This design comes from an exercise in tuning for small area and a short achievable clock period on the open sky130 flow, not from production work.
No run shown here included a check of the RTL's function; only the layout flow was run.
Power is estimated from default activity; no workload was simulated.

==> flow/design.v <==
module folding_2(Xn,Yn,a,b,clk,switch,rst);
input [15:0] Xn,a,b;
input clk,switch,rst;
output reg [15:0] Yn;
reg ph;                   
reg rq;                   
reg [15:0] c;             
reg [15:0] h2, h3, h4;    
reg [15:0] as_, ac;       
wire [15:0] y = ph ? h3 : h4;
wire [15:0] as_g = as_ & {16{ph}};
wire [15:0] ac_g = ac & {16{ph}};
wire [15:0] x_g = Xn & {16{ph}};
wire [15:0] ns, nc, ysum;
wire sh = ~ph | rq;        
  wire pp0_0;
  wire pp0_1;
  wire pp0_2;
  wire pp0_3;
  wire pp0_4;
  wire pp0_5;
  wire pp0_6;
  wire pp0_7;
  wire pp0_8;
  wire pp0_9;
  wire pp0_10;
  wire pp0_11;
  wire pp0_12;
  wire pp0_13;
  wire pp0_14;
  wire pp0_15;
  wire pp1_0;
  wire pp1_1;
  wire pp1_2;
  wire pp1_3;
  wire pp1_4;
  wire pp1_5;
  wire pp1_6;
  wire pp1_7;
  wire pp1_8;
  wire pp1_9;
  wire pp1_10;
  wire pp1_11;
  wire pp1_12;
  wire pp1_13;
  wire pp1_14;
  wire pp2_0;
  wire pp2_1;
  wire pp2_2;
  wire pp2_3;
  wire pp2_4;
  wire pp2_5;
  wire pp2_6;
  wire pp2_7;
  wire pp2_8;
  wire pp2_9;
  wire pp2_10;
  wire pp2_11;
  wire pp2_12;
  wire pp2_13;
  wire pp3_0;
  wire pp3_1;
  wire pp3_2;
  wire pp3_3;
  wire pp3_4;
  wire pp3_5;
  wire pp3_6;
  wire pp3_7;
  wire pp3_8;
  wire pp3_9;
  wire pp3_10;
  wire pp3_11;
  wire pp3_12;
  wire pp4_0;
  wire pp4_1;
  wire pp4_2;
  wire pp4_3;
  wire pp4_4;
  wire pp4_5;
  wire pp4_6;
  wire pp4_7;
  wire pp4_8;
  wire pp4_9;
  wire pp4_10;
  wire pp4_11;
  wire pp5_0;
  wire pp5_1;
  wire pp5_2;
  wire pp5_3;
  wire pp5_4;
  wire pp5_5;
  wire pp5_6;
  wire pp5_7;
  wire pp5_8;
  wire pp5_9;
  wire pp5_10;
  wire pp6_0;
  wire pp6_1;
  wire pp6_2;
  wire pp6_3;
  wire pp6_4;
  wire pp6_5;
  wire pp6_6;
  wire pp6_7;
  wire pp6_8;
  wire pp6_9;
  wire pp7_0;
  wire pp7_1;
  wire pp7_2;
  wire pp7_3;
  wire pp7_4;
  wire pp7_5;
  wire pp7_6;
  wire pp7_7;
  wire pp7_8;
  wire pp8_0;
  wire pp8_1;
  wire pp8_2;
  wire pp8_3;
  wire pp8_4;
  wire pp8_5;
  wire pp8_6;
  wire pp8_7;
  wire pp9_0;
  wire pp9_1;
  wire pp9_2;
  wire pp9_3;
  wire pp9_4;
  wire pp9_5;
  wire pp9_6;
  wire pp10_0;
  wire pp10_1;
  wire pp10_2;
  wire pp10_3;
  wire pp10_4;
  wire pp10_5;
  wire pp11_0;
  wire pp11_1;
  wire pp11_2;
  wire pp11_3;
  wire pp11_4;
  wire pp12_0;
  wire pp12_1;
  wire pp12_2;
  wire pp12_3;
  wire pp13_0;
  wire pp13_1;
  wire pp13_2;
  wire pp14_0;
  wire pp14_1;
  wire pp15_0;
  wire s1;
  wire k2;
  wire s3;
  wire k4;
  wire s5;
  wire k6;
  wire s7;
  wire k8;
  wire s9;
  wire k10;
  wire s11;
  wire k12;
  wire s13;
  wire k14;
  wire s15;
  wire k16;
  wire s17;
  wire k18;
  wire s19;
  wire k20;
  wire s21;
  wire k22;
  wire s23;
  wire k24;
  wire s25;
  wire k26;
  wire s27;
  wire k28;
  wire s29;
  wire k30;
  wire s31;
  wire k32;
  wire s33;
  wire k34;
  wire s35;
  wire k36;
  wire s37;
  wire k38;
  wire s39;
  wire k40;
  wire s41;
  wire k42;
  wire s43;
  wire k44;
  wire s45;
  wire k46;
  wire s47;
  wire k48;
  wire s49;
  wire k50;
  wire s51;
  wire k52;
  wire s53;
  wire k54;
  wire s55;
  wire k56;
  wire s57;
  wire k58;
  wire s59;
  wire k60;
  wire s61;
  wire k62;
  wire s63;
  wire k64;
  wire s65;
  wire k66;
  wire s67;
  wire k68;
  wire s69;
  wire k70;
  wire s71;
  wire k72;
  wire s73;
  wire k74;
  wire s75;
  wire k76;
  wire s77;
  wire k78;
  wire s79;
  wire k80;
  wire s81;
  wire k82;
  wire s83;
  wire k84;
  wire s85;
  wire k86;
  wire s87;
  wire k88;
  wire s89;
  wire k90;
  wire s91;
  wire k92;
  wire s93;
  wire k94;
  wire s95;
  wire k96;
  wire s97;
  wire k98;
  wire s99;
  wire k100;
  wire s101;
  wire k102;
  wire s103;
  wire k104;
  wire s105;
  wire k106;
  wire s107;
  wire k108;
  wire s109;
  wire k110;
  wire s111;
  wire k112;
  wire s113;
  wire k114;
  wire s115;
  wire k116;
  wire s117;
  wire k118;
  wire s119;
  wire k120;
  wire s121;
  wire k122;
  wire s123;
  wire k124;
  wire s125;
  wire k126;
  wire s127;
  wire k128;
  wire s129;
  wire k130;
  wire s131;
  wire k132;
  wire s133;
  wire k134;
  wire s135;
  wire k136;
  wire s137;
  wire k138;
  wire s139;
  wire k140;
  wire s141;
  wire k142;
  wire s143;
  wire k144;
  wire s145;
  wire k146;
  wire s147;
  wire k148;
  wire s149;
  wire k150;
  wire s151;
  wire k152;
  wire s153;
  wire k154;
  wire s155;
  wire k156;
  wire s157;
  wire k158;
  wire s159;
  wire k160;
  wire s161;
  wire k162;
  wire s163;
  wire k164;
  wire s165;
  wire k166;
  wire s167;
  wire k168;
  wire s169;
  wire k170;
  wire s171;
  wire k172;
  wire s173;
  wire k174;
  wire s175;
  wire k176;
  wire s177;
  wire k178;
  wire s179;
  wire k180;
  wire s181;
  wire k182;
  wire s183;
  wire k184;
  wire s185;
  wire k186;
  wire s187;
  wire k188;
  wire s189;
  wire k190;
  wire s191;
  wire k192;
  wire s193;
  wire k194;
  wire s195;
  wire k196;
  wire s197;
  wire k198;
  wire s199;
  wire k200;
  wire s201;
  wire k202;
  wire s203;
  wire k204;
  wire s205;
  wire k206;
  wire s207;
  wire k208;
  wire s209;
  wire k210;
  wire s211;
  wire k212;
  wire s213;
  wire k214;
  wire s215;
  wire k216;
  wire s217;
  wire k218;
  wire s219;
  wire k220;
  wire s221;
  wire k222;
  wire s223;
  wire k224;
  wire s225;
  wire k226;
  wire s227;
  wire k228;
  wire s229;
  wire k230;
  wire s231;
  wire k232;
  wire s233;
  wire k234;
  wire s235;
  wire k236;
  wire s237;
  wire k238;
  wire s239;
  wire k240;
  wire s241;
  wire s242;
  wire s243;
  wire s244;
  wire s245;
  wire s246;
  wire s247;
  wire s248;
  wire s249;
  wire s250;
  wire s251;
  wire s252;
  wire s253;
  wire s254;
  wire s255;
  wire s256;
  assign pp0_0 = c[0] & y[0];
  assign pp0_1 = c[0] & y[1];
  assign pp0_2 = c[0] & y[2];
  assign pp0_3 = c[0] & y[3];
  assign pp0_4 = c[0] & y[4];
  assign pp0_5 = c[0] & y[5];
  assign pp0_6 = c[0] & y[6];
  assign pp0_7 = c[0] & y[7];
  assign pp0_8 = c[0] & y[8];
  assign pp0_9 = c[0] & y[9];
  assign pp0_10 = c[0] & y[10];
  assign pp0_11 = c[0] & y[11];
  assign pp0_12 = c[0] & y[12];
  assign pp0_13 = c[0] & y[13];
  assign pp0_14 = c[0] & y[14];
  assign pp0_15 = c[0] & y[15];
  assign pp1_0 = c[1] & y[0];
  assign pp1_1 = c[1] & y[1];
  assign pp1_2 = c[1] & y[2];
  assign pp1_3 = c[1] & y[3];
  assign pp1_4 = c[1] & y[4];
  assign pp1_5 = c[1] & y[5];
  assign pp1_6 = c[1] & y[6];
  assign pp1_7 = c[1] & y[7];
  assign pp1_8 = c[1] & y[8];
  assign pp1_9 = c[1] & y[9];
  assign pp1_10 = c[1] & y[10];
  assign pp1_11 = c[1] & y[11];
  assign pp1_12 = c[1] & y[12];
  assign pp1_13 = c[1] & y[13];
  assign pp1_14 = c[1] & y[14];
  assign pp2_0 = c[2] & y[0];
  assign pp2_1 = c[2] & y[1];
  assign pp2_2 = c[2] & y[2];
  assign pp2_3 = c[2] & y[3];
  assign pp2_4 = c[2] & y[4];
  assign pp2_5 = c[2] & y[5];
  assign pp2_6 = c[2] & y[6];
  assign pp2_7 = c[2] & y[7];
  assign pp2_8 = c[2] & y[8];
  assign pp2_9 = c[2] & y[9];
  assign pp2_10 = c[2] & y[10];
  assign pp2_11 = c[2] & y[11];
  assign pp2_12 = c[2] & y[12];
  assign pp2_13 = c[2] & y[13];
  assign pp3_0 = c[3] & y[0];
  assign pp3_1 = c[3] & y[1];
  assign pp3_2 = c[3] & y[2];
  assign pp3_3 = c[3] & y[3];
  assign pp3_4 = c[3] & y[4];
  assign pp3_5 = c[3] & y[5];
  assign pp3_6 = c[3] & y[6];
  assign pp3_7 = c[3] & y[7];
  assign pp3_8 = c[3] & y[8];
  assign pp3_9 = c[3] & y[9];
  assign pp3_10 = c[3] & y[10];
  assign pp3_11 = c[3] & y[11];
  assign pp3_12 = c[3] & y[12];
  assign pp4_0 = c[4] & y[0];
  assign pp4_1 = c[4] & y[1];
  assign pp4_2 = c[4] & y[2];
  assign pp4_3 = c[4] & y[3];
  assign pp4_4 = c[4] & y[4];
  assign pp4_5 = c[4] & y[5];
  assign pp4_6 = c[4] & y[6];
  assign pp4_7 = c[4] & y[7];
  assign pp4_8 = c[4] & y[8];
  assign pp4_9 = c[4] & y[9];
  assign pp4_10 = c[4] & y[10];
  assign pp4_11 = c[4] & y[11];
  assign pp5_0 = c[5] & y[0];
  assign pp5_1 = c[5] & y[1];
  assign pp5_2 = c[5] & y[2];
  assign pp5_3 = c[5] & y[3];
  assign pp5_4 = c[5] & y[4];
  assign pp5_5 = c[5] & y[5];
  assign pp5_6 = c[5] & y[6];
  assign pp5_7 = c[5] & y[7];
  assign pp5_8 = c[5] & y[8];
  assign pp5_9 = c[5] & y[9];
  assign pp5_10 = c[5] & y[10];
  assign pp6_0 = c[6] & y[0];
  assign pp6_1 = c[6] & y[1];
  assign pp6_2 = c[6] & y[2];
  assign pp6_3 = c[6] & y[3];
  assign pp6_4 = c[6] & y[4];
  assign pp6_5 = c[6] & y[5];
  assign pp6_6 = c[6] & y[6];
  assign pp6_7 = c[6] & y[7];
  assign pp6_8 = c[6] & y[8];
  assign pp6_9 = c[6] & y[9];
  assign pp7_0 = c[7] & y[0];
  assign pp7_1 = c[7] & y[1];
  assign pp7_2 = c[7] & y[2];
  assign pp7_3 = c[7] & y[3];
  assign pp7_4 = c[7] & y[4];
  assign pp7_5 = c[7] & y[5];
  assign pp7_6 = c[7] & y[6];
  assign pp7_7 = c[7] & y[7];
  assign pp7_8 = c[7] & y[8];
  assign pp8_0 = c[8] & y[0];
  assign pp8_1 = c[8] & y[1];
  assign pp8_2 = c[8] & y[2];
  assign pp8_3 = c[8] & y[3];
  assign pp8_4 = c[8] & y[4];
  assign pp8_5 = c[8] & y[5];
  assign pp8_6 = c[8] & y[6];
  assign pp8_7 = c[8] & y[7];
  assign pp9_0 = c[9] & y[0];
  assign pp9_1 = c[9] & y[1];
  assign pp9_2 = c[9] & y[2];
  assign pp9_3 = c[9] & y[3];
  assign pp9_4 = c[9] & y[4];
  assign pp9_5 = c[9] & y[5];
  assign pp9_6 = c[9] & y[6];
  assign pp10_0 = c[10] & y[0];
  assign pp10_1 = c[10] & y[1];
  assign pp10_2 = c[10] & y[2];
  assign pp10_3 = c[10] & y[3];
  assign pp10_4 = c[10] & y[4];
  assign pp10_5 = c[10] & y[5];
  assign pp11_0 = c[11] & y[0];
  assign pp11_1 = c[11] & y[1];
  assign pp11_2 = c[11] & y[2];
  assign pp11_3 = c[11] & y[3];
  assign pp11_4 = c[11] & y[4];
  assign pp12_0 = c[12] & y[0];
  assign pp12_1 = c[12] & y[1];
  assign pp12_2 = c[12] & y[2];
  assign pp12_3 = c[12] & y[3];
  assign pp13_0 = c[13] & y[0];
  assign pp13_1 = c[13] & y[1];
  assign pp13_2 = c[13] & y[2];
  assign pp14_0 = c[14] & y[0];
  assign pp14_1 = c[14] & y[1];
  assign pp15_0 = c[15] & y[0];
  assign s1 = pp0_0 ^ as_g[0] ^ ac_g[0];
  assign k2 = (pp0_0 & as_g[0]) | (pp0_0 & ac_g[0]) | (as_g[0] & ac_g[0]);
  assign s3 = pp0_1 ^ pp1_0 ^ as_g[1];
  assign k4 = (pp0_1 & pp1_0) | (pp0_1 & as_g[1]) | (pp1_0 & as_g[1]);
  assign s5 = ac_g[1] ^ k2 ^ s3;
  assign k6 = (ac_g[1] & k2) | (ac_g[1] & s3) | (k2 & s3);
  assign s7 = pp0_2 ^ pp1_1 ^ pp2_0;
  assign k8 = (pp0_2 & pp1_1) | (pp0_2 & pp2_0) | (pp1_1 & pp2_0);
  assign s9 = as_g[2] ^ ac_g[2] ^ k4;
  assign k10 = (as_g[2] & ac_g[2]) | (as_g[2] & k4) | (ac_g[2] & k4);
  assign s11 = s7 ^ s9 ^ k6;
  assign k12 = (s7 & s9) | (s7 & k6) | (s9 & k6);
  assign s13 = pp0_3 ^ pp1_2 ^ pp2_1;
  assign k14 = (pp0_3 & pp1_2) | (pp0_3 & pp2_1) | (pp1_2 & pp2_1);
  assign s15 = pp3_0 ^ as_g[3] ^ ac_g[3];
  assign k16 = (pp3_0 & as_g[3]) | (pp3_0 & ac_g[3]) | (as_g[3] & ac_g[3]);
  assign s17 = k8 ^ s13 ^ s15;
  assign k18 = (k8 & s13) | (k8 & s15) | (s13 & s15);
  assign s19 = k10 ^ s17 ^ k12;
  assign k20 = (k10 & s17) | (k10 & k12) | (s17 & k12);
  assign s21 = pp0_4 ^ pp1_3 ^ pp2_2;
  assign k22 = (pp0_4 & pp1_3) | (pp0_4 & pp2_2) | (pp1_3 & pp2_2);
  assign s23 = pp3_1 ^ pp4_0 ^ as_g[4];
  assign k24 = (pp3_1 & pp4_0) | (pp3_1 & as_g[4]) | (pp4_0 & as_g[4]);
  assign s25 = ac_g[4] ^ k14 ^ k16;
  assign k26 = (ac_g[4] & k14) | (ac_g[4] & k16) | (k14 & k16);
  assign s27 = s21 ^ s23 ^ s25;
  assign k28 = (s21 & s23) | (s21 & s25) | (s23 & s25);
  assign s29 = k18 ^ x_g[4] ^ s27;
  assign k30 = (k18 & x_g[4]) | (k18 & s27) | (x_g[4] & s27);
  assign s31 = pp0_5 ^ pp1_4 ^ pp2_3;
  assign k32 = (pp0_5 & pp1_4) | (pp0_5 & pp2_3) | (pp1_4 & pp2_3);
  assign s33 = pp3_2 ^ pp4_1 ^ pp5_0;
  assign k34 = (pp3_2 & pp4_1) | (pp3_2 & pp5_0) | (pp4_1 & pp5_0);
  assign s35 = as_g[5] ^ ac_g[5] ^ k22;
  assign k36 = (as_g[5] & ac_g[5]) | (as_g[5] & k22) | (ac_g[5] & k22);
  assign s37 = k24 ^ s31 ^ s33;
  assign k38 = (k24 & s31) | (k24 & s33) | (s31 & s33);
  assign s39 = k26 ^ s35 ^ s37;
  assign k40 = (k26 & s35) | (k26 & s37) | (s35 & s37);
  assign s41 = k28 ^ x_g[5] ^ s39;
  assign k42 = (k28 & x_g[5]) | (k28 & s39) | (x_g[5] & s39);
  assign s43 = pp0_6 ^ pp1_5 ^ pp2_4;
  assign k44 = (pp0_6 & pp1_5) | (pp0_6 & pp2_4) | (pp1_5 & pp2_4);
  assign s45 = pp3_3 ^ pp4_2 ^ pp5_1;
  assign k46 = (pp3_3 & pp4_2) | (pp3_3 & pp5_1) | (pp4_2 & pp5_1);
  assign s47 = pp6_0 ^ as_g[6] ^ ac_g[6];
  assign k48 = (pp6_0 & as_g[6]) | (pp6_0 & ac_g[6]) | (as_g[6] & ac_g[6]);
  assign s49 = k32 ^ k34 ^ s43;
  assign k50 = (k32 & k34) | (k32 & s43) | (k34 & s43);
  assign s51 = s45 ^ s47 ^ k36;
  assign k52 = (s45 & s47) | (s45 & k36) | (s47 & k36);
  assign s53 = k38 ^ s49 ^ s51;
  assign k54 = (k38 & s49) | (k38 & s51) | (s49 & s51);
  assign s55 = x_g[6] ^ k40 ^ s53;
  assign k56 = (x_g[6] & k40) | (x_g[6] & s53) | (k40 & s53);
  assign s57 = pp0_7 ^ pp1_6 ^ pp2_5;
  assign k58 = (pp0_7 & pp1_6) | (pp0_7 & pp2_5) | (pp1_6 & pp2_5);
  assign s59 = pp3_4 ^ pp4_3 ^ pp5_2;
  assign k60 = (pp3_4 & pp4_3) | (pp3_4 & pp5_2) | (pp4_3 & pp5_2);
  assign s61 = pp6_1 ^ pp7_0 ^ as_g[7];
  assign k62 = (pp6_1 & pp7_0) | (pp6_1 & as_g[7]) | (pp7_0 & as_g[7]);
  assign s63 = ac_g[7] ^ k44 ^ k46;
  assign k64 = (ac_g[7] & k44) | (ac_g[7] & k46) | (k44 & k46);
  assign s65 = k48 ^ s57 ^ s59;
  assign k66 = (k48 & s57) | (k48 & s59) | (s57 & s59);
  assign s67 = s61 ^ s63 ^ k50;
  assign k68 = (s61 & s63) | (s61 & k50) | (s63 & k50);
  assign s69 = s65 ^ k52 ^ x_g[7];
  assign k70 = (s65 & k52) | (s65 & x_g[7]) | (k52 & x_g[7]);
  assign s71 = s67 ^ k54 ^ s69;
  assign k72 = (s67 & k54) | (s67 & s69) | (k54 & s69);
  assign s73 = pp0_8 ^ pp1_7 ^ pp2_6;
  assign k74 = (pp0_8 & pp1_7) | (pp0_8 & pp2_6) | (pp1_7 & pp2_6);
  assign s75 = pp3_5 ^ pp4_4 ^ pp5_3;
  assign k76 = (pp3_5 & pp4_4) | (pp3_5 & pp5_3) | (pp4_4 & pp5_3);
  assign s77 = pp6_2 ^ pp7_1 ^ pp8_0;
  assign k78 = (pp6_2 & pp7_1) | (pp6_2 & pp8_0) | (pp7_1 & pp8_0);
  assign s79 = as_g[8] ^ ac_g[8] ^ k58;
  assign k80 = (as_g[8] & ac_g[8]) | (as_g[8] & k58) | (ac_g[8] & k58);
  assign s81 = k60 ^ k62 ^ s73;
  assign k82 = (k60 & k62) | (k60 & s73) | (k62 & s73);
  assign s83 = s75 ^ s77 ^ k64;
  assign k84 = (s75 & s77) | (s75 & k64) | (s77 & k64);
  assign s85 = s79 ^ k66 ^ s81;
  assign k86 = (s79 & k66) | (s79 & s81) | (k66 & s81);
  assign s87 = s83 ^ k68 ^ x_g[8];
  assign k88 = (s83 & k68) | (s83 & x_g[8]) | (k68 & x_g[8]);
  assign s89 = s85 ^ k70 ^ s87;
  assign k90 = (s85 & k70) | (s85 & s87) | (k70 & s87);
  assign s91 = pp0_9 ^ pp1_8 ^ pp2_7;
  assign k92 = (pp0_9 & pp1_8) | (pp0_9 & pp2_7) | (pp1_8 & pp2_7);
  assign s93 = pp3_6 ^ pp4_5 ^ pp5_4;
  assign k94 = (pp3_6 & pp4_5) | (pp3_6 & pp5_4) | (pp4_5 & pp5_4);
  assign s95 = pp6_3 ^ pp7_2 ^ pp8_1;
  assign k96 = (pp6_3 & pp7_2) | (pp6_3 & pp8_1) | (pp7_2 & pp8_1);
  assign s97 = pp9_0 ^ as_g[9] ^ ac_g[9];
  assign k98 = (pp9_0 & as_g[9]) | (pp9_0 & ac_g[9]) | (as_g[9] & ac_g[9]);
  assign s99 = k74 ^ k76 ^ k78;
  assign k100 = (k74 & k76) | (k74 & k78) | (k76 & k78);
  assign s101 = s91 ^ s93 ^ s95;
  assign k102 = (s91 & s93) | (s91 & s95) | (s93 & s95);
  assign s103 = s97 ^ k80 ^ s99;
  assign k104 = (s97 & k80) | (s97 & s99) | (k80 & s99);
  assign s105 = k82 ^ s101 ^ k84;
  assign k106 = (k82 & s101) | (k82 & k84) | (s101 & k84);
  assign s107 = x_g[9] ^ k86 ^ s103;
  assign k108 = (x_g[9] & k86) | (x_g[9] & s103) | (k86 & s103);
  assign s109 = s105 ^ k88 ^ s107;
  assign k110 = (s105 & k88) | (s105 & s107) | (k88 & s107);
  assign s111 = pp0_10 ^ pp1_9 ^ pp2_8;
  assign k112 = (pp0_10 & pp1_9) | (pp0_10 & pp2_8) | (pp1_9 & pp2_8);
  assign s113 = pp3_7 ^ pp4_6 ^ pp5_5;
  assign k114 = (pp3_7 & pp4_6) | (pp3_7 & pp5_5) | (pp4_6 & pp5_5);
  assign s115 = pp6_4 ^ pp7_3 ^ pp8_2;
  assign k116 = (pp6_4 & pp7_3) | (pp6_4 & pp8_2) | (pp7_3 & pp8_2);
  assign s117 = pp9_1 ^ pp10_0 ^ as_g[10];
  assign k118 = (pp9_1 & pp10_0) | (pp9_1 & as_g[10]) | (pp10_0 & as_g[10]);
  assign s119 = ac_g[10] ^ k92 ^ k94;
  assign k120 = (ac_g[10] & k92) | (ac_g[10] & k94) | (k92 & k94);
  assign s121 = k96 ^ k98 ^ s111;
  assign k122 = (k96 & k98) | (k96 & s111) | (k98 & s111);
  assign s123 = s113 ^ s115 ^ s117;
  assign k124 = (s113 & s115) | (s113 & s117) | (s115 & s117);
  assign s125 = k100 ^ s119 ^ k102;
  assign k126 = (k100 & s119) | (k100 & k102) | (s119 & k102);
  assign s127 = s121 ^ s123 ^ k104;
  assign k128 = (s121 & s123) | (s121 & k104) | (s123 & k104);
  assign s129 = x_g[10] ^ s125 ^ k106;
  assign k130 = (x_g[10] & s125) | (x_g[10] & k106) | (s125 & k106);
  assign s131 = k108 ^ s127 ^ s129;
  assign k132 = (k108 & s127) | (k108 & s129) | (s127 & s129);
  assign s133 = pp0_11 ^ pp1_10 ^ pp2_9;
  assign k134 = (pp0_11 & pp1_10) | (pp0_11 & pp2_9) | (pp1_10 & pp2_9);
  assign s135 = pp3_8 ^ pp4_7 ^ pp5_6;
  assign k136 = (pp3_8 & pp4_7) | (pp3_8 & pp5_6) | (pp4_7 & pp5_6);
  assign s137 = pp6_5 ^ pp7_4 ^ pp8_3;
  assign k138 = (pp6_5 & pp7_4) | (pp6_5 & pp8_3) | (pp7_4 & pp8_3);
  assign s139 = pp9_2 ^ pp10_1 ^ pp11_0;
  assign k140 = (pp9_2 & pp10_1) | (pp9_2 & pp11_0) | (pp10_1 & pp11_0);
  assign s141 = as_g[11] ^ ac_g[11] ^ k112;
  assign k142 = (as_g[11] & ac_g[11]) | (as_g[11] & k112) | (ac_g[11] & k112);
  assign s143 = k114 ^ k116 ^ k118;
  assign k144 = (k114 & k116) | (k114 & k118) | (k116 & k118);
  assign s145 = s133 ^ s135 ^ s137;
  assign k146 = (s133 & s135) | (s133 & s137) | (s135 & s137);
  assign s147 = s139 ^ k120 ^ s141;
  assign k148 = (s139 & k120) | (s139 & s141) | (k120 & s141);
  assign s149 = s143 ^ k122 ^ k124;
  assign k150 = (s143 & k122) | (s143 & k124) | (k122 & k124);
  assign s151 = s145 ^ k126 ^ x_g[11];
  assign k152 = (s145 & k126) | (s145 & x_g[11]) | (k126 & x_g[11]);
  assign s153 = s147 ^ s149 ^ k128;
  assign k154 = (s147 & s149) | (s147 & k128) | (s149 & k128);
  assign s155 = s151 ^ k130 ^ s153;
  assign k156 = (s151 & k130) | (s151 & s153) | (k130 & s153);
  assign s157 = pp0_12 ^ pp1_11 ^ pp2_10;
  assign k158 = (pp0_12 & pp1_11) | (pp0_12 & pp2_10) | (pp1_11 & pp2_10);
  assign s159 = pp3_9 ^ pp4_8 ^ pp5_7;
  assign k160 = (pp3_9 & pp4_8) | (pp3_9 & pp5_7) | (pp4_8 & pp5_7);
  assign s161 = pp6_6 ^ pp7_5 ^ pp8_4;
  assign k162 = (pp6_6 & pp7_5) | (pp6_6 & pp8_4) | (pp7_5 & pp8_4);
  assign s163 = pp9_3 ^ pp10_2 ^ pp11_1;
  assign k164 = (pp9_3 & pp10_2) | (pp9_3 & pp11_1) | (pp10_2 & pp11_1);
  assign s165 = pp12_0 ^ as_g[12] ^ ac_g[12];
  assign k166 = (pp12_0 & as_g[12]) | (pp12_0 & ac_g[12]) | (as_g[12] & ac_g[12]);
  assign s167 = k134 ^ k136 ^ k138;
  assign k168 = (k134 & k136) | (k134 & k138) | (k136 & k138);
  assign s169 = k140 ^ s157 ^ s159;
  assign k170 = (k140 & s157) | (k140 & s159) | (s157 & s159);
  assign s171 = s161 ^ s163 ^ s165;
  assign k172 = (s161 & s163) | (s161 & s165) | (s163 & s165);
  assign s173 = k142 ^ k144 ^ s167;
  assign k174 = (k142 & k144) | (k142 & s167) | (k144 & s167);
  assign s175 = k146 ^ s169 ^ s171;
  assign k176 = (k146 & s169) | (k146 & s171) | (s169 & s171);
  assign s177 = k148 ^ k150 ^ x_g[12];
  assign k178 = (k148 & k150) | (k148 & x_g[12]) | (k150 & x_g[12]);
  assign s179 = s173 ^ s175 ^ k152;
  assign k180 = (s173 & s175) | (s173 & k152) | (s175 & k152);
  assign s181 = s177 ^ k154 ^ s179;
  assign k182 = (s177 & k154) | (s177 & s179) | (k154 & s179);
  assign s183 = pp0_13 ^ pp1_12 ^ pp2_11;
  assign k184 = (pp0_13 & pp1_12) | (pp0_13 & pp2_11) | (pp1_12 & pp2_11);
  assign s185 = pp3_10 ^ pp4_9 ^ pp5_8;
  assign k186 = (pp3_10 & pp4_9) | (pp3_10 & pp5_8) | (pp4_9 & pp5_8);
  assign s187 = pp6_7 ^ pp7_6 ^ pp8_5;
  assign k188 = (pp6_7 & pp7_6) | (pp6_7 & pp8_5) | (pp7_6 & pp8_5);
  assign s189 = pp9_4 ^ pp10_3 ^ pp11_2;
  assign k190 = (pp9_4 & pp10_3) | (pp9_4 & pp11_2) | (pp10_3 & pp11_2);
  assign s191 = pp12_1 ^ pp13_0 ^ as_g[13];
  assign k192 = (pp12_1 & pp13_0) | (pp12_1 & as_g[13]) | (pp13_0 & as_g[13]);
  assign s193 = ac_g[13] ^ k158 ^ k160;
  assign k194 = (ac_g[13] & k158) | (ac_g[13] & k160) | (k158 & k160);
  assign s195 = k162 ^ k164 ^ k166;
  assign k196 = (k162 & k164) | (k162 & k166) | (k164 & k166);
  assign s197 = s183 ^ s185 ^ s187;
  assign k198 = (s183 & s185) | (s183 & s187) | (s185 & s187);
  assign s199 = s189 ^ s191 ^ k168;
  assign k200 = (s189 & s191) | (s189 & k168) | (s191 & k168);
  assign s201 = s193 ^ s195 ^ k170;
  assign k202 = (s193 & s195) | (s193 & k170) | (s195 & k170);
  assign s203 = k172 ^ s197 ^ s199;
  assign k204 = (k172 & s197) | (k172 & s199) | (s197 & s199);
  assign s205 = k174 ^ x_g[13] ^ k176;
  assign k206 = (k174 & x_g[13]) | (k174 & k176) | (x_g[13] & k176);
  assign s207 = s201 ^ k178 ^ s203;
  assign k208 = (s201 & k178) | (s201 & s203) | (k178 & s203);
  assign s209 = s205 ^ k180 ^ s207;
  assign k210 = (s205 & k180) | (s205 & s207) | (k180 & s207);
  assign s211 = pp0_14 ^ pp1_13 ^ pp2_12;
  assign k212 = (pp0_14 & pp1_13) | (pp0_14 & pp2_12) | (pp1_13 & pp2_12);
  assign s213 = pp3_11 ^ pp4_10 ^ pp5_9;
  assign k214 = (pp3_11 & pp4_10) | (pp3_11 & pp5_9) | (pp4_10 & pp5_9);
  assign s215 = pp6_8 ^ pp7_7 ^ pp8_6;
  assign k216 = (pp6_8 & pp7_7) | (pp6_8 & pp8_6) | (pp7_7 & pp8_6);
  assign s217 = pp9_5 ^ pp10_4 ^ pp11_3;
  assign k218 = (pp9_5 & pp10_4) | (pp9_5 & pp11_3) | (pp10_4 & pp11_3);
  assign s219 = pp12_2 ^ pp13_1 ^ pp14_0;
  assign k220 = (pp12_2 & pp13_1) | (pp12_2 & pp14_0) | (pp13_1 & pp14_0);
  assign s221 = as_g[14] ^ ac_g[14] ^ k184;
  assign k222 = (as_g[14] & ac_g[14]) | (as_g[14] & k184) | (ac_g[14] & k184);
  assign s223 = k186 ^ k188 ^ k190;
  assign k224 = (k186 & k188) | (k186 & k190) | (k188 & k190);
  assign s225 = k192 ^ s211 ^ s213;
  assign k226 = (k192 & s211) | (k192 & s213) | (s211 & s213);
  assign s227 = s215 ^ s217 ^ s219;
  assign k228 = (s215 & s217) | (s215 & s219) | (s217 & s219);
  assign s229 = k194 ^ k196 ^ s221;
  assign k230 = (k194 & k196) | (k194 & s221) | (k196 & s221);
  assign s231 = s223 ^ k198 ^ s225;
  assign k232 = (s223 & k198) | (s223 & s225) | (k198 & s225);
  assign s233 = s227 ^ k200 ^ k202;
  assign k234 = (s227 & k200) | (s227 & k202) | (k200 & k202);
  assign s235 = x_g[14] ^ s229 ^ s231;
  assign k236 = (x_g[14] & s229) | (x_g[14] & s231) | (s229 & s231);
  assign s237 = k204 ^ k206 ^ s233;
  assign k238 = (k204 & k206) | (k204 & s233) | (k206 & s233);
  assign s239 = s235 ^ k208 ^ s237;
  assign k240 = (s235 & k208) | (s235 & s237) | (k208 & s237);
  assign s241 = pp0_15 ^ pp1_14 ^ pp2_13;
  assign s242 = pp3_12 ^ pp4_11 ^ pp5_10;
  assign s243 = pp6_9 ^ pp7_8 ^ pp8_7;
  assign s244 = pp9_6 ^ pp10_5 ^ pp11_4;
  assign s245 = pp12_3 ^ pp13_2 ^ pp14_1;
  assign s246 = pp15_0 ^ as_g[15] ^ ac_g[15];
  assign s247 = k212 ^ k214 ^ k216;
  assign s248 = k218 ^ k220 ^ s241;
  assign s249 = s242 ^ s243 ^ s244;
  assign s250 = s245 ^ s246 ^ k222;
  assign s251 = k224 ^ s247 ^ k226;
  assign s252 = k228 ^ s248 ^ s249;
  assign s253 = s250 ^ k230 ^ x_g[15];
  assign s254 = k232 ^ s251 ^ s252;
  assign s255 = k234 ^ s253 ^ k236;
  assign s256 = s254 ^ k238 ^ s255;
  assign ns = {k240, k210, k182, k156, k132, k110, k90, k72, k56, k42, k30, k20, x_g[3], x_g[2], x_g[1], x_g[0]};
  assign nc = {s256, s239, s209, s181, s155, s131, s109, s89, s71, s55, s41, s29, s19, s11, s5, s1};
  assign ysum = as_ + ac;
always @(posedge clk) begin
  ph <= ~switch;
  rq <= rst;
  c <= rst ? 16'd0 : (switch ? b : a);
  as_ <= ns;
  ac <= nc;
  if (sh) begin
    Yn <= (rst | rq) ? 16'd0 : ysum;
    h2 <= Yn;
    h3 <= h2;
    h4 <= h3;
  end
end
endmodule
==> flow/run.sh <==
#!/bin/bash
# synth_recipe.tcl (not shown) runs the flow's synth.tcl, then flattens the netlist and writes it again
# the make line also repeats each setting of config.mk as NAME=value (left out here)
make -C /OpenROAD-flow-scripts/flow DESIGN_CONFIG=/design/flow/config.mk WORK_HOME=/design/flow/orfs CLKGATE_MAP_FILE= SYNTH_SCRIPT=/design/flow/synth_recipe.tcl finish
==> flow/config.mk <==
export PLATFORM = sky130hd
export DESIGN_NAME = folding_2
export DESIGN_NICKNAME = folding_2
export VERILOG_FILES = /design/flow/design.v
export SDC_FILE = /design/flow/constraint.sdc
export NUM_CORES = 4
export LEC_CHECK = 0
export CAP_MARGIN = 20
export CORE_MARGIN = 2
export CORE_UTILIZATION = 40
export SLEW_MARGIN = 20
==> flow/constraint.sdc <==
create_clock -name core_clock -period 8.0 [get_ports {clk}]
set_input_delay 1.6000 -clock core_clock [delete_from_list [all_inputs] [get_ports {clk}]]
set_output_delay 1.6000 -clock core_clock [all_outputs]
set_load 0.01 [all_outputs]
==> out/results.tsv, run 1 <==
stage	metric	value	unit
timing	final worst setup slack	3090	ps
min_path	min-delay src	h2[13]	
global_route	Overall Global Routing Usage	0.187	
cts	Clock transition at path regs	60	ps
cts	CTS Buffer Depth	2	
layout	layout cell share with drive strength beyond 1	0.0668	
worst_setup_path	R2R cell count	15	
min_path	hold path cells	0	
timing	Tmin final	4910	ps
floorplanning	DIE WIDTH	148	um
logic_synthesis	most common cell in the netlist	inv_1	
global_route	initial antenna violation count	0	
routing	drt drc	0	
floorplanning	Core Area	0.0203	mm2
worst_setup_path	RR Endpoint	ac[15]	
min_path	Hold Path Sink	h3[13]	
routing	drt first-iter violations	286	
global_route	global-route wire length before repair	30.9	mm
worst_setup_path	Worst Setup End Kind	register	
layout	P&R area growth vs syn	17.8	%
cts	CTS H-Tree Depth	4	
worst_setup_path	FF-to-FF setup slack	3090	ps
timing	Max Slew Vio Count	0	
cts	worst-skew pair later-pin latency	430	ps
timing	RSZ-0062 raised after global routing	false	
place	port bufs	66	
run_status	status	no timing/DRC/antenna violations	
cts	post-CTS sizing	0	
worst_setup_path	crit path DAT	5230	ps
cts	CTS tree	built	
layout	Finished Cell Area	0.00981	mm2
routing	Via density	4.70	
timing	fmax	203	MHz
logic_synthesis	Distinct cells, synth	41	
routing	DRT Pass-1 Iters	5	
timing	worst slew pin tran	987	ps
routing	routed vias	5135	
floorplanning	initial core utilization	0.410	
logic_synthesis	Yosys top cell by area	fa_1	
logic_synthesis	fraction of registers with async set/reset	0	
min_path	Hold WC Path Type	reg2reg	
logic_synthesis	Mapped Cells	749	
logic_synthesis	top cell type's share of synthesized area	0.291	
worst_setup_path	Startpoint Class	register	
timing	Max-Slew Margin vs Limit	0.340	
routing	Post-Route WL	18.9	mm
cts	setup bufs post-CTS	0	
global_route	vias in the first global route	5724	
timing	# setup viols final	0	
floorplanning	io pins	67	
logic_synthesis	number of synthesized flops with an enable pin	64	
worst_setup_path	worst-path fanout max	65	
cts	hold buffers post-CTS	0	
floorplanning	std cell rows	52	
floorplanning	Die Ht	148	um
global_route	largest net degree at the start of global routing	66	
worst_setup_path	worst path required time	8320	ps
cts	clk sinks	114	
logic_synthesis	Syn Area/Cell	11.1	um2
layout	nets	997	
logic_synthesis	synthesized flop and latch total	114	
layout	# diodes	0	
pwr	pwr dens	316	mW/mm2
cts	CTS root buffer	clkbuf_16	
logic_synthesis	top cells by area, synth	fa_1, edfxtp_1, dfxtp_1, and2_1, inv_1	
floorplanning	Die Area	0.0220	mm2
routing	Routed Antenna Nets	0	
logic_synthesis	top post-synthesis cells by count	inv_1, fa_1, and2_1, nand2_1, edfxtp_1	
pwr	maximum vdd ir drop	0.184	mV
place	dpl hpwl	14.4	mm
pwr	Lkg Pwr	4.22	nW
logic_synthesis	sequential share of the synthesized area	0.351	
logic_synthesis	Main synth FF type	edfxtp_1	
place	Post-DP Area	0.00922	mm2
logic_synthesis	Syn Std Cell Area	0.00832	mm2
worst_setup_path	Critical R2R Launch	ph	
job	max_cap viols	0	
worst_setup_path	Setup crit start	ph	
worst_setup_path	critical path type	reg2reg	
timing	TNS Setup	0	ps
pwr	final total power	3.10	mW
timing	Tcrit/Tclk final	0.614	
logic_synthesis	Synthesized Nets	936	
logic_synthesis	Synth warnings	1	
timing	Hold Violations, Final	0	
place	Place WS	3050	ps
global_route	grt ovf	0	
timing	Clock Skews	9.42	ps
place	final RePlAce weighted congestion	0.830	
cts	Num CTS Buffers	17	
routing	WL/cell	17.3	um
worst max-delay path, stage by stage (launching register included):
cell	delay (ps)
dfxtp_2	310
buf_4	550
mux2_2	530
and2_1	220
fa_1	450
fa_1	500
fa_1	390
inv_1	80
fa_1	420
fa_1	400
xnor2_1	200
xnor2_1	150
xnor2_1	150
xnor2_1	150
xnor2_1	160
xnor2_1	90
metrics by stage:
stage                     hold WS (ps)  utilization  cells
final                              415        0.483   1093
after global routing               422        0.483   1093
after CTS                          416        0.483   1093
after detailed placement           405        0.454   1061
after global placement             401        0.454   1061
after floorplan                    400            -    749
layer usage:
metal	GRT usage	vias up	part of all wire
met3	0.0374	20	0.036
met2	0.310	88	0.48
met1	0.252	2599	0.46
li1	-	2428	-
met4	0.0505	0	0.016
met5	0	-	0
cells in the final DEF (no fill, tap or decap), types with 4 or more instances in the layout:
cell type          n
inv_8              5
and2b_1            6
clkdlybuf4s50_1   66
nor2b_1           11
inv_6              5
mux2i_1           21
a21o_1             5
nand2b_1           4
o21ai_0            9
edfxtp_1          64
inv_1            124
mux2_4             5
a21oi_1            8
ha_1              15
xor2_1             4
dfxtp_1           49
xnor2_1           35
nor2_1            28
nand2_1           83
mux2_2             6
and2_1            93
clkbuf_16         17
fa_1             121
kinds of logic (layout without fill, tap and decap cells):
kind of cell             count (synthesis)  in the layout  share of synthesized area
AO/OA/AOI/OAI                           36             36                     0.0293
adder cells (fa/ha/maj)                136            136                      0.314
flip-flops                             114            114                      0.351
buffers and inverters                  150            224                     0.0704
multiplexers                            33             33                     0.0440
AND/OR/NAND/NOR                        241            241                      0.150
XOR/XNOR                                39             39                     0.0410
final cells by class:
| type | instances | area (um2) |
|---|---|---|
| Clock buffer | 17 | 425 |
| Clock inverter | 15 | 161 |
| Fill cell | 1913 | 10500 |
| Inverter | 124 | 465 |
| Multi-Input combinational cell | 485 | 4820 |
| Sequential cell | 114 | 2920 |
| Tap cell | 270 | 338 |
| Timing Repair Buffer | 68 | 676 |
registers in the layout, summed over array words and instances (netlist names):
register and count:
h3 16, rq 1, h2 16, as_ 16
c 16, Yn 16, ph 1, h4 16
ac 16
worst max-delay path by stage:
stage                  end
finish              ac[15]
detailed placement  ac[15]
global route        ac[15]
CTS                 ac[15]
global placement    ac[15]
floorplan           ac[15]
report_power, final:
part           switching [mW]  internal, mW
logic                   0.786         0.624
clock network           0.323         0.442
registers               0.101         0.820
==> run 2, diff against run 1 <==
--- a/flow/config.mk
+++ b/flow/config.mk
@@ -6,6 +6,8 @@
 export NUM_CORES = 4
 export LEC_CHECK = 0
+export ABC_CLOCK_PERIOD_IN_PS = 3000
 export CAP_MARGIN = 20
 export CORE_MARGIN = 2
 export CORE_UTILIZATION = 40
+export SETUP_SLACK_MARGIN = 4.5
 export SLEW_MARGIN = 20
==> run 2 against run 1 <==
Against the previous run: still clean; synthesized area stayed put; clock skew increased by 4.1 ps; non-clock buffer count increased by 34; setup slack better by 760 ps; clock power is 0.5% higher.
==> out/results.tsv, run 2 <==
stage	metric	value	unit
run_status	status	no timing/DRC/antenna violations	
worst_setup_path	critical path's slowest cell	fa_1	
cts	Num CTS Buffers	17	
global_route	global-route wire length before repair	32.8	mm
timing	hold_ws	417	ps
worst_setup_path	worst path required time	8350	ps
timing	Tmin final	4150	ps
layout	commonest non-fill, non-tap cell in the layout	inv_1	
worst_setup_path	Worst Setup End Kind	register	
logic_synthesis	Yosys top cell by area	fa_1	
worst_setup_path	critical path type	reg2reg	
place	Place WS	3200	ps
worst_setup_path	slowest stage delay, CP	520	ps
timing	Max-Slew Margin vs Limit	0.335	
logic_synthesis	Distinct cells, synth	41	
pwr	maximum vdd ir drop	0.192	mV
logic_synthesis	Main synth FF type	edfxtp_1	
global_route	Overall Global Routing Usage	0.199	
timing	worst slew pin tran	995	ps
layout	nets	1032	
cts	CTS tree	built	
timing	Tcrit/Tclk final	0.519	
worst_setup_path	Startpoint Class	register	
place	dpl hpwl	14.3	mm
worst_setup_path	cell breakdown of the critical path	buf_12, mux2_4, nand2_1, fa_1, fa_1, fa_1, fa_1, fa_2, xnor2_2, xnor2_1, xnor2_1, xnor2_1, xnor2_1, xnor2_1	
worst_setup_path	Largest delay share family, worst path	adder cells	
layout	Finished Cell Area	0.0104	mm2
pwr	Sw Ratio	0.389	
pwr	pwr dens	313	mW/mm2
floorplanning	Core Area	0.0203	mm2
routing	Via density	4.71	
routing	DRT Pass-1 Iters	4	
logic_synthesis	Synthesized Nets	936	
pwr	Clk network pwr share	0.236	
layout	fin util	0.514	
global_route	vias in the first global route	5952	
logic_synthesis	top cell type's share of synthesized area	0.291	
pwr	Flop pwr share	0.285	
timing	Max Slew Vio Count	0	
logic_synthesis	Syn Area/Cell	11.1	um2
layout	commonest non-fill, non-tap cells in the layout	inv_1, and2_1, nand2_1, fa_1, clkdlybuf4s50_1	
cts	CTS root buffer	clkbuf_16	
place	Inst Count DP	1061	
floorplanning	DIE WIDTH	148	um
routing	Routed Antenna Nets	0	
routing	routed vias	5318	
routing	drt first-iter violations	311	
job	max_cap viols	0	
timing	Hold Violations, Final	0	
layout	layout cell share with drive strength beyond 1	0.216	
timing	fmax	241	MHz
pwr	Gate power share	0.479	
worst_setup_path	crit path DAT	4510	ps
worst_setup_path	worst-path fanout max	8	
logic_synthesis	Synth warnings	1	
min_path	Hold WC Path Type	reg2reg	
cts	clk sinks	114	
place	final RePlAce weighted congestion	0.834	
timing	TNS Setup	0	ps
layout	P&R area growth vs syn	25.3	%
global_route	largest net degree at the start of global routing	41	
floorplanning	io pins	67	
worst_setup_path	worst path bufs/invs	1	
timing	RSZ-0062 raised after global routing	true	
timing	# setup viols final	0	
logic_synthesis	fraction of registers with async set/reset	0	
logic_synthesis	most common cell in the netlist	inv_1	
logic_synthesis	Syn Std Cell Area	0.00832	mm2
timing	final worst setup slack	3850	ps
floorplanning	Die Area	0.0220	mm2
timing	Clock Skews	13.5	ps
cts	CTS Buffer Depth	2	
pwr	internal power	2.00	mW
floorplanning	std cell rows	52	
cts	CTS H-Tree Depth	4	
pwr	Lkg Pwr	4.43	nW
floorplanning	initial core utilization	0.410	
worst_setup_path	CP dominant cell by count	xnor2_1	
place	Post-DP Area	0.00927	mm2
logic_synthesis	Mapped Cells	749	
layout	# diodes	0	
routing	drt drc	0	
logic_synthesis	top cells by area, synth	fa_1, edfxtp_1, dfxtp_1, and2_1, inv_1	
cts	Clock transition at path regs	60	ps
logic_synthesis	top post-synthesis cells by count	inv_1, fa_1, and2_1, nand2_1, edfxtp_1	
floorplanning	Die Ht	148	um
global_route	initial antenna violation count	0	
routing	WL/cell	18.0	um
routing	Post-Route WL	20.4	mm
layout	fin cells	1128	
logic_synthesis	sequential share of the synthesized area	0.351	
pwr	P_sw	1.27	mW
global_route	grt ovf	0	
place	port bufs	66	
pwr	final total power	3.27	mW
logic_synthesis	synthesized flop and latch total	114	
worst_setup_path	FF-to-FF setup slack	3850	ps
logic_synthesis	number of synthesized flops with an enable pin	64	
cts	worst-skew pair later-pin latency	430	ps
[run 2: cell counts after synthesis]
No cell type changed its count.
[run 2: per-layer routing]
metal / track usage / part of all wire / vias up
met5: 0 / 0 / -
met4: 0.0462 / 0.0092 / 0
met3: 0.0402 / 0.046 / 19
met2: 0.334 / 0.49 / 130
met1: 0.268 / 0.45 / 2674
li1: - / - / 2495
[run 2: final cells by class]
| cell class | count | area [um2] |
|---|---|---|
| well taps | 270 | 338 |
| clock inverters | 15 | 163 |
| flip-flops and latches | 114 | 2930 |
| repair buffers | 102 | 1070 |
| fillers | 1854 | 9870 |
| clock buffers | 17 | 425 |
| inverters | 124 | 465 |
| multi-input cells | 486 | 5040 |
[run 2: power groups by stage]
stage	logic (mW)	registers (mW)	clock network, mW
2_1_floorplan	1.07	0.895	0
3_3_place_gp	1.42	0.934	0
3_5_place_dp	1.46	0.934	0
4_1_cts	1.55	0.930	0.783
5_1_grt	1.79	0.947	0.808
6_report	1.57	0.932	0.769
[run 2: kinds of logic (layout without fill, tap and decap cells)]
logic type	count (synthesis)	count (layout)	synth area share
simple gates	241	241	0.150
flops	114	114	0.351
xor+xnor	39	39	0.0410
mux	33	34	0.0440
fa+ha+maj	136	136	0.314
buf+inv	150	258	0.0704
compound gates	36	36	0.0293
[run 2: worst register-to-register path, stage by stage (launching register included)]
cell and delay (ps):
dfxtp_4 380, buf_12 160, mux2_4 290, nand2_1 110
fa_1 470, fa_1 450, fa_1 410, fa_1 520
fa_2 400, xnor2_2 150, xnor2_1 180, xnor2_1 150
xnor2_1 150, xnor2_1 150, xnor2_1 130
[run 2: timing repair]
action,in CTS,in global routing
buffers inserted,25,6
setup endpoints to repair,25,23
hold buffers,0,0
pin swaps,36,28
endpoints found under the hold margin,0,0
gates cloned,3,1
gates resized for setup,62,35
[run 2: final timing paths]
check / start / end / depth (start not counted)
min: h2[11] / h3[11] / 0
max reg2reg: ph / ac[15] / 14
min reg2reg: h2[11] / h3[11] / 0
max: ph / ac[15] / 14
==> run 3, diff against run 2 <==
--- a/flow/config.mk
+++ b/flow/config.mk
@@ -6,8 +6,8 @@
 export NUM_CORES = 4
 export LEC_CHECK = 0
-export ABC_CLOCK_PERIOD_IN_PS = 3000
+export ABC_CLOCK_PERIOD_IN_PS = 2500
 export CAP_MARGIN = 20
 export CORE_MARGIN = 2
 export CORE_UTILIZATION = 40
-export SETUP_SLACK_MARGIN = 4.5
+export SETUP_SLACK_MARGIN = 5
 export SLEW_MARGIN = 20
==> run 3 against run 2 <==
Against the previous run: die area is the same; clock power increased by 2%; register-to-register slack got worse by 40 ps; total power increased by 1.5%; core utilization up 0.11 points; wire length decreased by 1.0%; worst hold slack worse by 5.6 ps; synthesized cell count unchanged; cell count decreased by 0.35%; critical endpoint is now ac[13]; critical path type unchanged; cell area rose by 0.22%; critical path depth increased by 2.
==> out/results.tsv, run 3 <==
stage	metric	value	unit
routing	drt drc	0	
logic_synthesis	fraction of registers with async set/reset	0	
timing	RSZ-0062 raised after global routing	true	
logic_synthesis	number of synthesized flops with an enable pin	64	
run_status	status	no timing/DRC/antenna violations	
timing	worst slew pin tran	975	ps
pwr	Clk network pwr share	0.235	
logic_synthesis	Compound-Gate Fraction of Synth Area	0.0293	
layout	P&R area growth vs syn	25.6	%
worst_setup_path	end point of the critical path	ac[13]	
layout	nets	1028	
routing	Routed Antenna Nets	0	
job	max_cap viols	0	
cts	worst-skew pair later-pin latency	420	ps
worst_setup_path	worst path bufs/invs	8	
timing	Hold Violations, Final	0	
worst_setup_path	FF-to-FF setup slack	3800	ps
layout	commonest non-fill, non-tap cell in the layout	inv_1	
timing	Max Slew Vio Count	0	
worst_setup_path	critical path's slowest cell	fa_2	
worst_setup_path	WP depth	16	
worst_setup_path	Critical R2R Launch	ph	
logic_synthesis	post-synthesis simple-gate area fraction	0.150	
logic_synthesis	sequential share of the synthesized area	0.351	
global_route	initial antenna violation count	0	
routing	Post-Route WL	20.1	mm
worst_setup_path	cell breakdown of the critical path	buf_12, buf_12, mux2_4, buf_6, buf_6, and2_4, fa_2, inv_2, fa_2, inv_2, fa_2, inv_2, fa_2, fa_2, inv_2, fa_2	
timing	TNS Setup	0	ps
global_route	grt ovf	0	
floorplanning	Core Area	0.0203	mm2
timing	Tmin final	4200	ps
cts	CTS root buffer	clkbuf_16	
pwr	internal power	2.04	mW
cts	CTS H-Tree Depth	4	
place	dpl hpwl	14.3	mm
pwr	P_sw	1.28	mW
logic_synthesis	Yosys top cell by area	fa_1	
timing	Clock Skews	8.41	ps
logic_synthesis	post-synthesis adder-cell area fraction	0.314	
logic_synthesis	Mapped Cells	749	
logic_synthesis	largest family of logic cells by synthesized area	adder cells	
logic_synthesis	synthesized flop and latch total	114	
timing	Tcrit/Tclk final	0.525	
worst_setup_path	Startpoint Class	register	
timing	# setup viols final	0	
routing	WL/cell	17.9	um
pwr	Gate power share	0.485	
place	Place WS	3450	ps
routing	routed vias	5352	
worst_setup_path	Worst Setup End Kind	register	
timing	fmax	238	MHz
layout	commonest non-fill, non-tap cells in the layout	inv_1, nand2_1, and2_1, edfxtp_1, clkdlybuf4s50_1	
pwr	Sw Ratio	0.385	
timing	hold_ws	412	ps
worst_setup_path	slowest stage delay, CP	570	ps
logic_synthesis	top cells by area, synth	fa_1, edfxtp_1, dfxtp_1, and2_1, inv_1	
worst_setup_path	critical path type	reg2reg	
floorplanning	initial core utilization	0.410	
floorplanning	Die Area	0.0220	mm2
floorplanning	DIE WIDTH	148	um
logic_synthesis	Synthesized Nets	936	
global_route	global-route wire length before repair	32.4	mm
logic_synthesis	XOR/XNOR share of the synthesized area	0.0410	
floorplanning	std cell rows	52	
worst_setup_path	R2R cell count	16	
place	port bufs	66	
timing	final worst setup slack	3800	ps
layout	fillers	1811	
global_route	vias in the first global route	5812	
pwr	pwr dens	317	mW/mm2
worst_setup_path	Setup crit start	ph	
floorplanning	Die Ht	148	um
worst_setup_path	Largest delay share family, worst path	adder cells	
cts	clk sinks	114	
global_route	Overall Global Routing Usage	0.196	
pwr	Flop pwr share	0.280	
logic_synthesis	post-synthesis mux area share	0.0440	
cts	Clock transition at path regs	60	ps
worst_setup_path	worst-path fanout max	8	
place	final RePlAce weighted congestion	0.847	
layout	layout cell share with drive strength beyond 1	0.247	
global_route	largest net degree at the start of global routing	48	
logic_synthesis	top cell type's share of synthesized area	0.291	
logic_synthesis	Syn Area/Cell	11.1	um2
cts	CTS Buffer Depth	2	
min_path	Hold WC Path Type	reg2reg	
logic_synthesis	Distinct cells, synth	41	
logic_synthesis	Syn Std Cell Area	0.00832	mm2
pwr	Lkg Pwr	4.41	nW
logic_synthesis	most common cell in the netlist	inv_1	
cts	CTS tree	built	
worst_setup_path	RR Endpoint	ac[13]	
logic_synthesis	Main synth FF type	edfxtp_1	
timing	Max-Slew Margin vs Limit	0.348	
routing	DRT Pass-1 Iters	4	
floorplanning	io pins	67	
logic_synthesis	top post-synthesis cells by count	inv_1, fa_1, and2_1, nand2_1, edfxtp_1	
logic_synthesis	Synth warnings	1	
worst_setup_path	crit path DAT	4560	ps
routing	drt first-iter violations	254	
worst_setup_path	worst path required time	8360	ps
pwr	maximum vdd ir drop	0.205	mV
layout	# diodes	0	
routing	Via density	4.76	
cts	Num CTS Buffers	17	
worst_setup_path	CP dominant cell by count	fa_2	
==> run 3: cell counts after synthesis <==
No cell type changed its count.
==> run 3: how the worst min path moves through the flow <==
stage / startpoint / endpoint / slack [ps] / cells after the start
2_1_floorplan: h2[0] / h3[0] / 400 / 0
3_3_place_gp: h2[10] / h3[10] / 400 / 0
3_5_place_dp: h2[15] / h3[15] / 400 / 0
4_1_cts: h2[10] / h3[10] / 410 / 0
5_1_grt: h2[4] / h3[4] / 430 / 0
6_report: h2[10] / h3[10] / 410 / 0
==> run 3: cell type report <==
type,count,area (um2),area share
repair buffers,98,1020,0.0979
clock buffers,17,425,0.0407
well taps,270,338,0.0323
inverters,124,465,0.0445
multi-input cells,486,5100,0.488
flip-flops and latches,114,2930,0.280
clock inverters,15,175,0.0168
==> run 3: logic make-up (layout without fill, tap and decap cells) <==
family,Yosys count,count (layout)
adder cells (fa/ha/maj),136,136
AO/OA/AOI/OAI,36,36
flip-flops,114,114
buffers and inverters,150,254
XOR/XNOR,39,39
multiplexers,33,34
AND/OR/NAND/NOR,241,241
==> run 3: through the flow <==
stage	cell area [um2]	utilization	std cells	power [mW]
after floorplan	8440	-	749	1.97
after global placement	9280	0.457	1062	2.36
after detailed placement	9280	0.457	1062	2.38
after CTS	10400	0.510	1120	3.32
after global routing	10500	0.515	1124	3.59
final	10500	0.515	1124	3.32
==> run 3: metal layers <==
metal / up-vias / wire (um) / track usage
li1: 2479 / - / -
met1: 2706 / 8810 / 0.262
met2: 131 / 9820 / 0.321
met3: 36 / 980 / 0.0439
met4: 0 / 525 / 0.0638
met5: - / 0 / 0
==> run 3: repair_timing <==
| item | in CTS | in global routing |
|---|---|---|
| buffers inserted | 24 | 4 |
| gates resized for setup | 110 | 26 |
| hold buffers | 0 | 0 |
| pin swaps | 55 | 20 |
| cloned | 2 | 0 |
| endpoints found under the setup margin | 32 | 27 |
| hold endpoints to repair | 0 | 0 |
==> run 3: power by group through the flow <==
stage	clock network, mW	registers, mW	logic (mW)
after floorplan	0	0.895	1.07
after detailed placement	0	0.929	1.45
after global routing	0.819	0.945	1.82
final	0.781	0.928	1.61
after global placement	0	0.930	1.43
after CTS	0.794	0.928	1.60
==> run 3: worst register-to-register path, stage by stage, from the launching register on <==
cell and delay [ps]:
dfxtp_4 370, buf_12 140, buf_12 150, mux2_4 390
buf_6 150, buf_6 110, and2_4 150, fa_2 570
inv_2 40, fa_2 320, inv_2 60, fa_2 190
inv_2 40, fa_2 360, fa_2 540, inv_2 40
fa_2 530

==> what the ideal ports hide <==
How much do the figures lean on ideal ports? The routed layouts below were timed once more, with nothing changed but the port constraints.
Step 1 assumes that a clkbuf_16 drives the clock port and a buf_2 every other input.
Step 2 times the ports against the registers' clock, not the clock port: input delays grow and output delays shrink by t, the midpoint of the rising clock arrivals with the driver on.
Slacks: ideal ports / drivers / drivers and shift; pairs: ideal ports / drivers.
run	t (ns)	slack for setup (ns)	pins driven straight from the clock port
run 1	0.465	3.086 / 3.086 / 3.086	1
run 2	0.466	3.845 / 3.845 / 3.845	1
run 3	0.461	3.803 / 3.803 / 3.803	1
After both steps every run listed still meets setup and hold.
